This is an optimization exercise on Yosys and OpenROAD, whose aim is small area and a short achievable clock period, not a production implementation. Where RTL was checked, it was by simulation tests only, not by an equivalence proof against the original.

// pipelined_iir
module pipelined_iir(clk, reset, x, y);
  input wire clk, reset;
  input wire signed [31:0] x;
  output wire signed [31:0] y;
  reg [31:0] xr;    
  reg [43:0] qr;    
  wire [63:0] t;
  wire [43:0] q = t[63:20];
  reg [63:0] w11;   
  reg [4:0] wc11;  
  reg [63:0] w10;   
  reg [4:0] wc10;  
  reg [63:0] w9;   
  reg [4:0] wc9;  
  reg [63:0] w8;   
  reg [4:0] wc8;  
  reg [63:0] w7;   
  reg [4:0] wc7;  
  reg [63:0] w6;   
  reg [4:0] wc6;  
  reg [63:0] w5;   
  reg [4:0] wc5;  
  reg [63:0] w4;   
  reg [4:0] wc4;  
  reg [63:0] w3;   
  reg [4:0] wc3;  
  reg [63:0] w2;   
  reg [4:0] wc2;  
  reg [63:0] s1;    
  wire n1 = qr[1] ^ qr[0];
  wire n2 = qr[2] ^ qr[1];
  wire n3 = qr[3] ^ qr[2];
  wire n4 = qr[4] ^ qr[3];
  wire n5 = qr[5] ^ qr[4];
  wire n6 = qr[6] ^ qr[5];
  wire n7 = qr[7] ^ qr[6];
  wire n8 = qr[8] ^ qr[7];
  wire n9 = qr[9] ^ qr[8];
  wire n10 = qr[10] ^ qr[9];
  wire n11 = qr[11] ^ qr[10];
  wire n12 = qr[12] ^ qr[11];
  wire n13 = qr[13] ^ qr[12];
  wire n14 = qr[14] ^ qr[13];
  wire n15 = qr[15] ^ qr[14];
  wire n16 = qr[16] ^ qr[15];
  wire n17 = qr[17] ^ qr[16];
  wire n18 = qr[18] ^ qr[17];
  wire n19 = qr[19] ^ qr[18];
  wire n20 = qr[20] ^ qr[19];
  wire n21 = qr[21] ^ qr[20];
  wire n22 = qr[22] ^ qr[21];
  wire n23 = qr[23] ^ qr[22];
  wire n24 = qr[24] ^ qr[23];
  wire n25 = qr[25] ^ qr[24];
  wire n26 = qr[26] ^ qr[25];
  wire n27 = qr[27] ^ qr[26];
  wire n28 = qr[28] ^ qr[27];
  wire n29 = qr[29] ^ qr[28];
  wire n30 = qr[30] ^ qr[29];
  wire n31 = qr[31] ^ qr[30];
  wire n32 = qr[32] ^ qr[31];
  wire n33 = qr[33] ^ qr[32];
  wire n34 = qr[34] ^ qr[33];
  wire n35 = qr[35] ^ qr[34];
  wire n36 = qr[36] ^ qr[35];
  wire n37 = qr[37] ^ qr[36];
  wire n38 = qr[38] ^ qr[37];
  wire n39 = qr[39] ^ qr[38];
  wire n40 = qr[40] ^ qr[39];
  wire n41 = qr[41] ^ qr[40];
  ...
Size in the first run: ~11000 cells after synthesis, roughly 66 I/O pins.
clock: 32.0 ns
lec_check: 0
cap_margin: 40
core_margin: 2
core_utilization: 45
slew_margin: 40
synth_hierarchical: 1
synth_minimum_keep_size: 0
standard.sh (not shown) runs the stock make flow with config.mk's settings and CLKGATE_MAP_FILE= SYNTH_SCRIPT=/design/flow/synth_recipe.tcl, a recipe that flattens the netlist after the stock synthesis.
==> flow/flow/run.sh <==
#!/bin/bash
set -euo pipefail
export SETUP_SLACK_MARGIN=17
bash standard.sh MATCH_CELL_FOOTPRINT=0 finish > standard.log 2>&1
==> next run, changes <==
==> flow/flow/run.sh (replaced) <==
#!/bin/bash
set -euo pipefail
export SETUP_SLACK_MARGIN=16
bash standard.sh MATCH_CELL_FOOTPRINT=0 finish > standard.log 2>&1
- PLACE_DENSITY: unset -> 0.85
- maximum frequency fell by a few percent
- die area is unchanged
- global-route usage decreases by 0.19 points
- final area rose slightly
- critical path depth goes up by 2
- routed wire length climbs slightly
- worst setup slack is worse by 620 ps
- via count went up by a little under a tenth
- worst hold slack barely changes
==> next run, changes <==
- PLACE_DENSITY: 0.85 -> 0.75
Setup slack improves by 600 ps. Synthesized cell count does not change. Sequential share of layout area rises by 0.16 points. Flip-flop and latch count is unchanged. Fmax came out higher by 3.5%. Area after synthesis does not change. Wire length falls by 8.7%. Clock-buffer cell count increases by 4. Cell count drops by about 1.2%. Final area fell by about 1.6%. Clock skew drops by 24 ps.
==> next run, changes <==
- PLACE_DENSITY: 0.75 -> unset
After rerunning:
- The new run completed without violations
- final cell count barely changes
- die area stays the same
- worst hold slack barely changes
- critical path depth is lower by 1
- cell area is higher by 0.42%
- non-clock buffer count is higher by 26
- routed wire length is higher by 7.0%
- area after synthesis stays the same
- global-route usage is higher by 2.6 points
Function was not checked in any run of this note: the RTL went through the layout flow alone.

---

pipelined_iir, a different RTL version from the one above (not shown whole).
For scale: ~11000 cells after synthesis, ~810 flip-flops, about 66 I/O pins, roughly 0.15 mm2 of cells after synthesis.
## pipelined_iir
module pipelined_iir(clk, reset, x, y);
  input wire clk, reset;
  input wire signed [31:0] x;
  output wire signed [31:0] y;
  reg [31:0] xr;    
  reg [43:0] qr;    
  wire [63:0] t;
  wire [43:0] q = t[63:20];
  reg [63:0] w11;   
  reg [2:0] wc11;  
  reg [63:0] w10;   
  reg [2:0] wc10;  
  reg [63:0] w9;   
  reg [2:0] wc9;  
  reg [63:0] w8;   
  reg [2:0] wc8;  
  reg [63:0] w7;   
  reg [2:0] wc7;  
  reg [63:0] w6;   
  reg [2:0] wc6;  
  reg [63:0] w5;   
  reg [2:0] wc5;  
  reg [63:0] w4;   
  reg [2:0] wc4;  
  reg [63:0] w3;   
  reg [2:0] wc3;  
  reg [63:0] w2;   
  reg [2:0] wc2;  
  reg [63:0] s1;    
  wire n1 = qr[1] ^ qr[0];
  wire n2 = qr[2] ^ qr[1];
  wire n3 = qr[3] ^ qr[2];
  wire n4 = qr[4] ^ qr[3];
  wire n5 = qr[5] ^ qr[4];
  wire n6 = qr[6] ^ qr[5];
  wire n7 = qr[7] ^ qr[6];
  wire n8 = qr[8] ^ qr[7];
  wire n9 = qr[9] ^ qr[8];
  wire n10 = qr[10] ^ qr[9];
  wire n11 = qr[11] ^ qr[10];
  wire n12 = qr[12] ^ qr[11];
  wire n13 = qr[13] ^ qr[12];
  wire n14 = qr[14] ^ qr[13];
  wire n15 = qr[15] ^ qr[14];
  wire n16 = qr[16] ^ qr[15];
  wire n17 = qr[17] ^ qr[16];
  wire n18 = qr[18] ^ qr[17];
  wire n19 = qr[19] ^ qr[18];
  wire n20 = qr[20] ^ qr[19];
  wire n21 = qr[21] ^ qr[20];
  wire n22 = qr[22] ^ qr[21];
  wire n23 = qr[23] ^ qr[22];
  wire n24 = qr[24] ^ qr[23];
  wire n25 = qr[25] ^ qr[24];
  wire n26 = qr[26] ^ qr[25];
  wire n27 = qr[27] ^ qr[26];
  wire n28 = qr[28] ^ qr[27];
  wire n29 = qr[29] ^ qr[28];
  wire n30 = qr[30] ^ qr[29];
  wire n31 = qr[31] ^ qr[30];
  wire n32 = qr[32] ^ qr[31];
  wire n33 = qr[33] ^ qr[32];
  wire n34 = qr[34] ^ qr[33];
  wire n35 = qr[35] ^ qr[34];
  wire n36 = qr[36] ^ qr[35];
  wire n37 = qr[37] ^ qr[36];
  wire n38 = qr[38] ^ qr[37];
  wire n39 = qr[39] ^ qr[38];
  wire n40 = qr[40] ^ qr[39];
  wire n41 = qr[41] ^ qr[40];
  wire n42 = qr[42] ^ qr[41];
  wire n43 = qr[43] ^ qr[42];
  wire n44 = qr[43] ^ qr[43];
  wire n45 = qr[43] ^ qr[43];
  wire n46 = qr[1] & qr[0];
  wire n47 = qr[2] & qr[1];
  wire n48 = qr[3] & qr[2];
  wire n49 = qr[4] & qr[3];
  wire n50 = qr[5] & qr[4];
  wire n51 = qr[6] & qr[5];
  wire n52 = qr[7] & qr[6];
  wire n53 = qr[8] & qr[7];
  wire n54 = qr[9] & qr[8];
  wire n55 = qr[10] & qr[9];
  ...
Settings: LEC_CHECK=0, CAP_MARGIN=40, CORE_MARGIN=2, CORE_UTILIZATION=45, SLEW_MARGIN=40, SYNTH_HIERARCHICAL=1, SYNTH_MINIMUM_KEEP_SIZE=0; clock period 32.0 ns.
==> flow/flow/run.sh <==
#!/bin/bash
set -euo pipefail
export SETUP_SLACK_MARGIN=15
bash standard.sh MATCH_CELL_FOOTPRINT=0 finish > standard.log 2>&1
Edit:
--- a/flow/flow/run.sh
+++ b/flow/flow/run.sh
@@ -3 +3 @@
-export SETUP_SLACK_MARGIN=15
+export SETUP_SLACK_MARGIN=16
Global-route usage climbs by 0.21 points.
Via count decreases by 0.62%.
Synthesized cell count is unchanged.
Function was not checked in any run of this note: the RTL went through the layout flow alone.

---

pipelined_iir, a different RTL version from the one above (not shown whole).
For scale: ~11000 cells after synthesis, about 910 flip-flops, roughly 66 I/O pins.
clock: 32.0 ns
lec_check: 0
cap_margin: 40
core_margin: 2
core_utilization: 60
cts_cluster_diameter: 100
cts_cluster_size: 20
place_density: 0.7
slew_margin: 40
synth_hierarchical: 1
synth_minimum_keep_size: 0
tns_end_percent: 0
==> flow/flow/run.sh <==
#!/bin/bash
set -euo pipefail
export SETUP_SLACK_MARGIN=16
bash standard.sh MATCH_CELL_FOOTPRINT=0 IO_CONSTRAINTS=$PWD/flow/io.tcl  finish > standard.log 2>&1
==> flow/flow/io.tcl <==
# data pins in one ordered group on the bottom edge: y[i] next to the x bits that feed it most
set_io_pin_constraint -group -order -region bottom:* -pin_names {x[0] x[1] x[2] x[3] x[4] x[5] x[6] x[7] x[8] x[9] x[10] y[0] x[11] y[1] x[12] y[2] x[13] y[3] x[14] y[4] x[15] y[5] x[16] y[6] x[17] y[7] x[18] y[8] x[19] y[9] x[20] y[10] x[21] y[11] x[22] y[12] x[23] y[13] x[24] y[14] x[25] y[15] x[26] y[16] x[27] y[17] x[28] y[18] x[29] y[19] x[30] y[20] x[31] y[21] y[22] y[23] y[24] y[25] y[26] y[27] y[28] y[29] y[30] y[31]}
The baseline went through all stages and came out clean.
Next try:
- CTS_CLUSTER_DIAMETER: 100 -> 140
- PLACE_DENSITY: 0.7 -> 0.8
After rerunning: Final area came out lower by about 0.9%; routed wire length came out lower by 3.2%.
Next try:
- CTS_CLUSTER_DIAMETER: 140 -> unset
- CTS_CLUSTER_SIZE: 20 -> unset
Result:
- The new run finished with timing, DRC and antenna clean
- cell count is higher slightly
- worst hold slack gets worse by 0.0051 ns
- clock-buffer cell count goes up by 101
- critical path depth is lower by 1
- sequential share of layout area came out lower by 0.19 points
- sequential cell count stays the same
- clock skew goes up by 0.018 ns
- worst setup slack is worse by 0.012 ns
Next try:
- CTS_CLUSTER_DIAMETER: unset -> 100
- CTS_CLUSTER_SIZE: unset -> 20
Effect: Clock skew fell by 0.042 ns; final area fell by 1.2%; register-to-register slack gets worse by 0.22 ns; utilization fell by 0.83 points; setup slack improved by 0.028 ns; wire length shrinks by 0.83%.
Next try:
==> flow/flow/run.sh (replaced) <==
#!/bin/bash
set -euo pipefail
export SETUP_SLACK_MARGIN=16
bash standard.sh MATCH_CELL_FOOTPRINT=0 IO_CONSTRAINTS=$PWD/flow/io.tcl finish > standard.log 2>&1
- CTS_CLUSTER_DIAMETER: 100 -> unset
- CTS_CLUSTER_SIZE: 20 -> unset
Effect:
- The new run passed the timing, design-rule and antenna checks
- routed wire length increases by 0.83%
- design area increases by 1.2%

==> re-timing with driven ports <==
In the flow no input, the clock included, has a driving cell. The finished layouts below were timed again as built, in two steps.
Step 1 (the two cells are an assumption about what drives the block):
set clk [get_ports {clk}]
set_driving_cell -lib_cell sky130_fd_sc_hd__clkbuf_16 $clk
set_driving_cell -lib_cell sky130_fd_sc_hd__buf_2 [delete_from_list [all_inputs] $clk]
Step 2 adds t to the input delays and takes it off the output delays; t is the mean of the earliest and latest rising clock arrival at the registers after step 1. Input paths then give back, and output paths get back, about the clock's delay inside the block.
a / b / c = no drivers / after step 1 / after step 2; a / b = the first two.
run | shift t [ns] | setup slack, ns | latest minus earliest clock arrival (ns) | worst data-port slew with drivers (ns)
the first run of note 1 | 0.945 | 15.126 / 15.067 / 15.067 | 0.085 / 0.086 | 0.10
the second run of note 1 | 0.920 | 14.504 / 14.410 / 14.410 | 0.098 / 0.097 | 0.27
the third run of note 1 | 0.914 | 15.103 / 15.008 / 15.008 | 0.077 / 0.077 | 0.17
the fourth run of note 1 | 0.931 | 15.112 / 15.070 / 15.070 | 0.092 / 0.092 | 0.09
the first run of note 2 | 1.015 | 14.049 / 14.003 / 14.003 | 0.100 / 0.100 | 0.12
the second run of note 2 | 1.030 | 14.039 / 13.994 / 13.994 | 0.077 / 0.077 | 0.12
the first run of note 3 | 0.891 | 15.595 / 15.521 / 14.938 | 0.062 / 0.061 | 0.14
the second run of note 3 | 0.935 | 15.584 / 15.542 / 14.831 | 0.071 / 0.072 | 0.11
the third run of note 3 | 0.965 | 15.571 / 15.523 / 14.882 | 0.089 / 0.088 | 0.11
the fourth run of note 3 | 0.903 | 15.600 / 15.567 / 14.841 | 0.049 / 0.050 | 0.11
the fifth run of note 3 | 0.965 | 15.571 / 15.523 / 14.882 | 0.089 / 0.088 | 0.11
After both steps setup and hold are still met in every run listed. The setup slack of the fourth run of note 3, which loses most, moves by -0.033 ns with the drivers and by -0.759 ns with both steps.
